Background: an optimization exercise with open tools, aiming at small area, a short achievable clock period and few clock cycles per item. Do not read the settings as production practice. RTL that was checked went through simulation tests only; none was proved equivalent to the original.

## ember
Design mandel_engine, start of the top module:
module mandel_engine (
    input             clk,
    input             reset,      
    input             start,      
    input  [31:0]     x,          
    input  [31:0]     y,          
    input  [20:0]     delta,      
    output            busy,       
    output reg        wr_en,      
    output reg [8:0]  wr_addr,    
    output reg [15:0] wr_data     
);
clock: 20.0 ns
lec_check: 0
cap_margin: 20
core_margin: 2
core_utilization: 40
slew_margin: 20
synth_hierarchical: 1
synth_minimum_keep_size: 0
standard.sh (not shown) runs the stock make flow with config.mk's settings and CLKGATE_MAP_FILE= SYNTH_SCRIPT=/design/flow/synth_recipe.tcl, a recipe that flattens the netlist after the stock synthesis.
==> flow/flow/run.sh <==
#!/bin/bash
# Standard ORFS layout, with timing repair aimed below the design's period:
# the SDC is unchanged (20 ns); repair_timing is asked to leave MARGIN ns of
# setup slack, so it optimises the paths as if the clock were faster.
set -euo pipefail
MARGIN=${MARGIN:-15}
bash standard.sh synth > synth.log 2>&1
bash standard.sh SETUP_SLACK_MARGIN=$MARGIN finish > layout.log 2>&1
Changes in raven relative to ember:
- CTS_CLUSTER_DIAMETER: unset -> 70
- CTS_CLUSTER_SIZE: unset -> 30
==> results.txt <==
raven: flow completed, timing, DRC and antenna clean
Layout overhead on the synthesized area in raven vs ember: down 1.1 points
As far as final setup violation count goes, raven and ember are indistinguishable; the numbers are identical.
The number of iterations in the first detailed-routing pass number comes out higher for ember vs raven.
Final worst hold slack is higher on raven
Clock-pin slew of the registers on the worst-case setup and hold paths in raven vs ember: up 20 ps
| total die area | raven vs ember | ≈ equal |
Total wire length after detailed routing of raven falls short of that of ember slightly.
Input changes introduced in quartz (baseline for comparison: raven):
- swapping 30 for 25 in CTS_CLUSTER_SIZE
- swapping 70 for 100 in CTS_CLUSTER_DIAMETER
Notes after the runs:
Compared with raven, in quartz met3 track utilization from global routing held steady; setup slack now sits higher; fraction of area in clock buffers and inverters has decreased; number of detailed-routing iterations run before antenna repair increased 2; average via count per standard cell picked up an extra 0.35%. Compared to raven, quartz has multi-input combinational area share 0.89 points higher. On quartz: cell count is 42 lower than what raven gave.
No functional check of the RTL was part of any run of this note.


## the reference run
Another version of the RTL of mandel_engine (not shown whole).
clock: 20.0 ns
lec_check: 0
cap_margin: 20
core_margin: 2
core_utilization: 60
cts_cluster_diameter: 60
cts_cluster_size: 40
slew_margin: 20
synth_hierarchical: 1
synth_minimum_keep_size: 0
==> flow/flow/run.sh <==
#!/bin/bash
# Standard ORFS layout, with two changes to how it is made (the SDC, the
# period and the constraints are the standard flow's, unchanged):
#  - timing repair is asked to leave MARGIN ns of setup slack, so it
#    optimises the paths as if the clock were faster than the 20 ns it is
#    signed off at;
#  - the port buffers that the standard flow inserts on every input and
#    output are plain buf cells (buffer_ports -buffer_cell).
# Each make run writes its full output to its own log here; ORFS keeps the
# per-step logs under orfs/logs.
set -euo pipefail
MARGIN=${MARGIN:-15}
PORTBUF=${PORTBUF:-sky130_fd_sc_hd__buf_1}
bash standard.sh synth > synth.log 2>&1
bash standard.sh SETUP_SLACK_MARGIN=$MARGIN "BUFFER_PORTS_ARGS=-buffer_cell $PORTBUF" finish > layout.log 2>&1
Every stage of the flow completed for the reference run, and the final layout passed the timing, design-rule and antenna checks.
Setup changes, the reference run to the trial run
- changing CTS_CLUSTER_DIAMETER from 60 to 80
- changing CTS_CLUSTER_SIZE from 40 to 35
Looking at slew at the pin closest to its max-slew limit, the trial run sits 7.6 ps higher than the reference run does.
Re final core utilization: the trial run is 0.67 points down on the reference run.
Looking at post-route minimum period, the trial run sits 18 ps higher than the reference run does.
Delta (the trial run minus the reference run): multi-input logic portion of the cell area higher, number of non-clock buffers in the layout higher.
Compared with the reference run, in the trial run clock transition at the registers of the reported paths climbed 40 ps; worst hold slack rose by 13 ps; via count of the first global-routing pass fell about 0.5%.
No functional check of the RTL was part of any run of this note.


== before ==
mandel_engine, a different RTL version from the one above (not shown whole).
Size in the first run: about 6,800 cells after synthesis, roughly 120 I/O pins, ~0.072 mm² of cells after synthesis.
clock: 20.0 ns
lec_check: 0
cap_margin: 20
core_margin: 2
core_utilization: 50
cts_cluster_diameter: 100
cts_cluster_size: 25
slew_margin: 20
synth_hierarchical: 1
synth_minimum_keep_size: 0
tns_end_percent: 30
Scripts as last shown in full above: flow/flow/run.sh
Testbench counts of before, summed over its fixed seeds: cycles 4,210,944, pixels 98,304.
For after, these inputs were changed with respect to before:
- a change of TNS_END_PERCENT from 30 to 10
### Flow results
after ended with every stage complete and zero timing, DRC or antenna violations. No stage failed in before, and the final checks on the layout all came back clean. Total track usage: after vs before — no meaningful difference. Sequential share of layout area: after vs before, no meaningful difference. Compared to before, the routing of after uses more wire. Compared to before, after has synthesis-to-layout area growth 0.59 points higher. after has less setup slack than before. before -> after: final cell count flat. Higher final critical delay including setup and external delays goes to after over before. after reports a higher final core area utilization than before does. Compared after against before; multi-input logic area within noise.


run a:
mandel_engine, a different RTL version from the one above (not shown whole).
Size in the first run: roughly 120 I/O pins, about 77000 um2 of cells after synthesis.
==> flow/config.mk <==
export PLATFORM = sky130hd
export DESIGN_NAME = mandel_engine
export DESIGN_NICKNAME = mandel_engine
export VERILOG_FILES = /design/flow/design.v
export SDC_FILE = /design/flow/constraint.sdc
export NUM_CORES = 4
export LEC_CHECK = 0
export CAP_MARGIN = 20
export CORE_MARGIN = 2
export CORE_UTILIZATION = 65
export CTS_CLUSTER_DIAMETER = 100
export CTS_CLUSTER_SIZE = 25
export SLEW_MARGIN = 20
export SYNTH_HIERARCHICAL = 1
export SYNTH_MINIMUM_KEEP_SIZE = 0
==> flow/constraint.sdc <==
create_clock -name core_clock -period 20.0 [get_ports {clk}]
set_input_delay 4.0000 -clock core_clock [delete_from_list [all_inputs] [get_ports {clk}]]
set_output_delay 4.0000 -clock core_clock [all_outputs]
set_load 0.01 [all_outputs]
Scripts as last shown in full above: flow/flow/run.sh
Both conditions hold for run a: the flow ran to the end and the final layout passed the timing, design-rule and antenna checks.
## Diff of input files: run b against run a
# run a
export LEC_CHECK = 0
export CAP_MARGIN = 20
export CORE_MARGIN = 2
export CORE_UTILIZATION = 65
export CTS_CLUSTER_DIAMETER = 100
export CTS_CLUSTER_SIZE = 25
export SLEW_MARGIN = 20
export SYNTH_HIERARCHICAL = 1
export SYNTH_MINIMUM_KEEP_SIZE = 0
create_clock -name core_clock -period 20.0 [get_ports {clk}]
# run b
export LEC_CHECK = 0
export CAP_MARGIN = 20
export CORE_MARGIN = 2
export CORE_UTILIZATION = 55
export CTS_CLUSTER_DIAMETER = 100
export CTS_CLUSTER_SIZE = 25
export SLEW_MARGIN = 20
export SYNTH_HIERARCHICAL = 1
export SYNTH_MINIMUM_KEEP_SIZE = 0
create_clock -name core_clock -period 20.0 [get_ports {clk}]
### Flow results
- Run b vs. run a: number of flip-flops and latches stayed essentially flat.
- On sequential portion of the cell area, run b and run a are basically level.
Function was not checked in any run of this note: the RTL went through the layout flow alone.


== run A ==
mandel_engine, a different RTL version from the one above (not shown whole).
Size: about 11000 cells after synthesis, about 120 I/O pins.
export LEC_CHECK = 0
export ABC_AREA = 1
export CAP_MARGIN = 20
export CORE_MARGIN = 2
export CORE_UTILIZATION = 40
export SLEW_MARGIN = 20
export SYNTH_HIERARCHICAL = 1
export SYNTH_MINIMUM_KEEP_SIZE = 0
create_clock -name core_clock -period 20.0 [get_ports {clk}]
==> flow/flow/run.sh <==
#!/bin/bash
# Standard ORFS layout, with timing repair aimed below the design's period:
# the SDC is unchanged (20 ns); repair_timing is asked to leave MARGIN ns of
# setup slack, so it optimises the paths as if the clock were faster.
set -euo pipefail
MARGIN=${MARGIN:-15}
bash standard.sh synth > synth.log 2>&1
bash standard.sh SETUP_SLACK_MARGIN=$MARGIN finish > layout.log 2>&1
Testbench counts of run A, summed over its fixed seeds: cycles 4,239,862, pixels 98,304.
[inputs] run B vs run A
- ABC_AREA: 1 -> unset
### Flow results
- The final layout from run B, which completed every stage, passed the timing, design-rule and antenna checks at the end of the flow.
- Compared with run A, in run B non-clock inverter instance count of the final layout now smaller; buffer count from post-CTS setup fixing has increased; setup slack of the worst register-to-register path fell 0.35 ns.
- Sequential share of layout area ends up lower on run A.
- Looking only at pre-CTS setup slack, and setting everything else aside, the lower value of run B and run A goes to run B.
- The via count of the routed design in run B was lower than what run A gave.
- Lower count of cells resized by post-cts repair goes to run A over run B.
- Run B reports a higher count of cell instances traversed by the critical path than run A does.
[inputs] run C vs run B
- putting CTS_CLUSTER_DIAMETER at 100 where nothing was set
- putting CTS_CLUSTER_SIZE at 30 where nothing was set
[summary]
On largest stage delay on the critical path, the lower figure sits with run C, not run B.
Run C vs run B — first-iteration DRC count dropped slightly
Wire: run C routes less than run B
Overall track demand over capacity in global routing (run C over run B): decrease, 0.21 points
Area used by multi-input combinational logic delta (run B -> run C): insignificant
Final critical-path required period (run C over run B): decrease, 0.054 ns
Status: met1 global-route usage parity (run C, run B)
Against run B, run C comes in 0.27 points lower on post-route fraction of the period consumed by the critical path.
The following lists how run D was set up differently from run C:
- SYNTH_HIERARCHICAL no longer set, was 1
- CTS_CLUSTER_SIZE no longer set, was 30
- SYNTH_MINIMUM_KEEP_SIZE no longer set, was 0
- CTS_CLUSTER_DIAMETER no longer set, was 100
Via density per instance: run D vs run C down 0.25. Delta(final layout net count, run D - run C) > 0. Die area grows slightly when moving from run C to run D. Total number of cells along the worst setup path for run D: 18 up relative to run C. On final wirelength: between run D and run C, it ends up lower for run C. Relative to run C, the wire length on met1 measured on run D has increased by a few percent. On setup slack after placement: between run D and run C, it ends up higher for run D. Looking at area growth from synthesis to layout, run D sits above run C. Tap cell count, run D vs run C: up slightly.


Setup of garnet:
Another version of the RTL of mandel_engine (not shown whole).
Size: about 120 I/O pins.
==> flow/design.v (excerpt) <==
module mandel_engine (
    input             clk,
    input             reset,      
    input             start,      
    input  [31:0]     x,          
    input  [31:0]     y,          
    input  [20:0]     delta,      
    output            busy,       
    output reg        wr_en,      
    output reg [8:0]  wr_addr,    
    output reg [15:0] wr_data     
);
reg        running;
reg        ini;           
reg [31:0] gc;            
reg [31:0] gdn;           
reg [31:0] cs;            
reg [20:0] dr;            
reg [8:0]  gw;            
reg        gv;            
assign busy = running;
reg [30:0] ra, rb;        
reg        sa, sb;        
reg [31:0] dab;           
reg [31:0] c0, d0;        
reg [7:0]  k0;            
reg        e0;            
reg [63:0] sv0;           
reg [1:0]  pi0;           
reg [8:0]  wa0;           
reg [11:0] p30;           
reg        act0;
reg [31:0] xa, ya;            
reg [31:0] xbn, ybn;          
reg        ca, cb;            
reg [30:0] xabn, yabn;        
reg        cab;
reg        cyc1;
reg [31:0] c1, d1;
reg [7:0]  k1;
reg        e1;
reg [63:0] sv1;
reg [1:0]  pi1;
reg [8:0]  wa1;
reg [11:0] p31;
reg        act1;
wire [33:0] txa, tya, txb, tyb, txab, tyab;
me_sq   sqa (.r(ra), .X(txa), .Y(tya));
me_sqc  sqb (.r(rb), .X(txb), .Y(tyb));            
me_mulc mab (.r(ra), .D(dab), .X(txab), .Y(tyab));   
wire [63:0] st = {sa, ra, sb, rb};
wire cmp_en = (k0[7:3] != 5'd0);
wire save   = (k0[2:0] == 3'd7);
wire tca  = (txa[1] & tya[1])   | ((txa[1] | tya[1])   & txa[0] & tya[0]);
wire tcb  = (~txb[1] & ~tyb[1])   | ((~txb[1] | ~tyb[1])   & ~txb[0] & ~tyb[0]);
wire tcab = (~txab[1] & ~tyab[1]) | ((~txab[1] | ~tyab[1]) & ~txab[0] & ~tyab[0]);
always @(posedge clk) begin
    xa   <= txa[33:2];  ya  <= tya[33:2];  ca  <= tca;
    xbn  <= txb[33:2];  ybn  <= tyb[33:2];  cb  <= tcb;
    xabn <= txab[32:2]; yabn <= tyab[32:2]; cab <= tcab;
    cyc1 <= cmp_en & (st == sv0);
    sv1  <= save ? st : sv0;
    c1   <= c0;   d1  <= d0;
  ...
Settings: LEC_CHECK=0, CAP_MARGIN=20, CORE_MARGIN=2, CORE_UTILIZATION=40, CTS_CLUSTER_DIAMETER=70, CTS_CLUSTER_SIZE=30, SLEW_MARGIN=20, SYNTH_HIERARCHICAL=1, SYNTH_MINIMUM_KEEP_SIZE=0; clock period 20.0 ns.
Scripts as last shown in full above: flow/flow/run.sh
#### Input delta (indigo over garnet)
-- flow/config.mk --
<<< garnet, line 9
export CORE_MARGIN = 2
export CORE_UTILIZATION = 40
export CTS_CLUSTER_DIAMETER = 70
export CTS_CLUSTER_SIZE = 30
export SLEW_MARGIN = 20
export SYNTH_HIERARCHICAL = 1
>>> indigo, line 9
export CORE_MARGIN = 2
export CORE_UTILIZATION = 40
export CTS_CLUSTER_DIAMETER = 100
export CTS_CLUSTER_SIZE = 25
export SLEW_MARGIN = 20
export SYNTH_HIERARCHICAL = 1
Notes after the runs:
No stage failed in indigo, and the final checks on the layout all came back clean.
For the worst-case setup margin in the final layout, indigo came in 0.014 ns higher than garnet did.
Against garnet, wire length on met2 in indigo fell slightly.
indigo vs. garnet: area share of buffers outside the clock network stayed essentially flat, area growth from synthesis to layout fell by 1.2 points.
No functional check of the RTL was part of any run of this note.


mandel_engine, a different RTL version from the one above (not shown whole).
Size: ~710 flip-flops, ~120 I/O pins.
export LEC_CHECK = 0
export ABC_CLOCK_PERIOD_IN_PS = 4000
export CAP_MARGIN = 20
export CORE_MARGIN = 2
export CORE_UTILIZATION = 40
export SLEW_MARGIN = 20
create_clock -name core_clock -period 20.0 [get_ports {clk}]
run.sh (not shown) runs the stock make flow with config.mk's settings and CLKGATE_MAP_FILE= SYNTH_SCRIPT=/design/flow/synth_recipe.tcl, a recipe that flattens the netlist after the stock synthesis.
Stock flow here: none of the scripts above is used.
Next try:
==> flow/flow/run.sh (new file) <==
#!/bin/bash
# Standard ORFS layout, with timing repair aimed below the design's period:
# the SDC is unchanged (20 ns); repair_timing is asked to leave MARGIN ns of
# setup slack, so it optimises the paths as if the clock were faster.
set -euo pipefail
MARGIN=${MARGIN:-14}
bash standard.sh synth > synth.log 2>&1
bash standard.sh SETUP_SLACK_MARGIN=$MARGIN finish > layout.log 2>&1
==> flow/standard.sh (new file) <==
#!/bin/bash
# synth_recipe.tcl (not shown) runs the flow's synth.tcl, then flattens the netlist and writes it again
# the make line also repeats each setting of config.mk as NAME=value (left out here)
make -C /OpenROAD-flow-scripts/flow DESIGN_CONFIG=/design/flow/config.mk WORK_HOME=/design/flow/orfs CLKGATE_MAP_FILE= SYNTH_SCRIPT=/design/flow/synth_recipe.tcl "${@:-finish}"
- ABC_CLOCK_PERIOD_IN_PS: 4000 -> default
removed: flow/run.sh
Effect:
- The new run produced a clean layout
- synthesized area is unchanged
- sequential cell count stays the same
- count of clock-buffer cells in the layout falls by 6
- via count rises by a few percent
- first-iteration DRC count rises slightly
- core utilization rises by 1.4 points
No run of this note included a check of the RTL's function; only the layout flow was run.


Starting RTL as in the previous note.
clock: 20.0 ns
lec_check: 0
cap_margin: 20
core_margin: 2
core_utilization: 40
slew_margin: 20
Stock flow here: none of the scripts above is used.
The starting point completed with no timing, DRC or antenna violations.
Change:
==> flow/flow/run.sh (new file) <==
#!/bin/bash
# Standard ORFS layout, with timing repair aimed below the design's period:
# the SDC is unchanged (20 ns); repair_timing is asked to leave MARGIN ns of
# setup slack, so it optimises the paths as if the clock were faster.
set -euo pipefail
MARGIN=${MARGIN:-12}
bash standard.sh synth > synth.log 2>&1
bash standard.sh SETUP_SLACK_MARGIN=$MARGIN finish > layout.log 2>&1
==> flow/standard.sh (new file) <==
#!/bin/bash
# synth_recipe.tcl (not shown) runs the flow's synth.tcl, then flattens the netlist and writes it again
# the make line also repeats each setting of config.mk as NAME=value (left out here)
make -C /OpenROAD-flow-scripts/flow DESIGN_CONFIG=/design/flow/config.mk WORK_HOME=/design/flow/orfs CLKGATE_MAP_FILE= SYNTH_SCRIPT=/design/flow/synth_recipe.tcl "${@:-finish}"
removed: flow/run.sh
=> Sequential cell count does not change. Die area is unchanged. Sequential share of layout area is about the same. Fmax went up by 2.2%. Global-route usage does not change. Worst setup slack improves by 170 ps.
No functional check of the RTL was part of any run of this note.

==> port drivers added, routing unchanged <==
In the flow no input, the clock included, has a driving cell. The finished layouts below were timed again as built, in two steps.
Step 1: set_driving_cell puts a clkbuf_16 on clk and a buf_2 on each other input, an assumption about the parent block.
Step 2, shift: input delay + t, output delay - t, t = (earliest + latest rising clock arrival at the registers) / 2. This alone moves slack from input paths to output paths.
a / b / c = ideal / step 1 / step 2; a / b = the first two.
run	t (ns)	setup slack, ns	worst setup path after step 2	worst register clock-pin slew, ns
ember	0.797	14.828 / 14.742 / 14.574	input to register	0.08 / 0.08
raven	0.786	14.828 / 14.735 / 14.564	input to register	0.11 / 0.11
quartz	0.753	14.863 / 14.767 / 14.574	input to register	0.12 / 0.12
the reference run	0.770	14.834 / 14.760 / 15.076	register to register	0.09 / 0.09
the trial run	0.760	14.816 / 14.746 / 15.084	register to register	0.12 / 0.12
before	0.720	14.899 / 14.815 / 14.964	register to register	0.11 / 0.11
after	0.724	14.891 / 14.808 / 14.980	register to register	0.11 / 0.11
run a of note 4	0.725	14.835 / 14.762 / 15.030	input to register	0.11 / 0.11
run b of note 4	0.748	14.821 / 14.745 / 15.050	input to register	0.11 / 0.11
run A of note 5	0.828	14.818 / 14.721 / 14.961	input to register	0.07 / 0.07
run B of note 5	0.773	14.766 / 14.759 / 14.608	input to register	0.07 / 0.07
run C of note 5	0.747	14.820 / 14.736 / 14.653	input to register	0.12 / 0.12
run D of note 5	0.754	14.765 / 14.747 / 14.765	register to register	0.07 / 0.07
garnet	0.774	14.699 / 14.616 / 14.473	input to register	0.10 / 0.10
indigo	0.764	14.713 / 14.632 / 14.455	input to register	0.12 / 0.12
the first run of note 7	0.756	12.191 / 12.191 / 12.191	register to register	0.07 / 0.07
the second run of note 7	0.776	13.883 / 13.883 / 13.883	register to register	0.08 / 0.08
the first run of note 8	0.756	12.191 / 12.191 / 12.191	register to register	0.07 / 0.07
the second run of note 8	0.756	12.361 / 12.361 / 12.361	register to register	0.07 / 0.07
After both steps setup and hold are still met in every run listed. The setup slack of quartz, which loses most, moves by -0.096 ns with the drivers and by -0.289 ns with both steps.
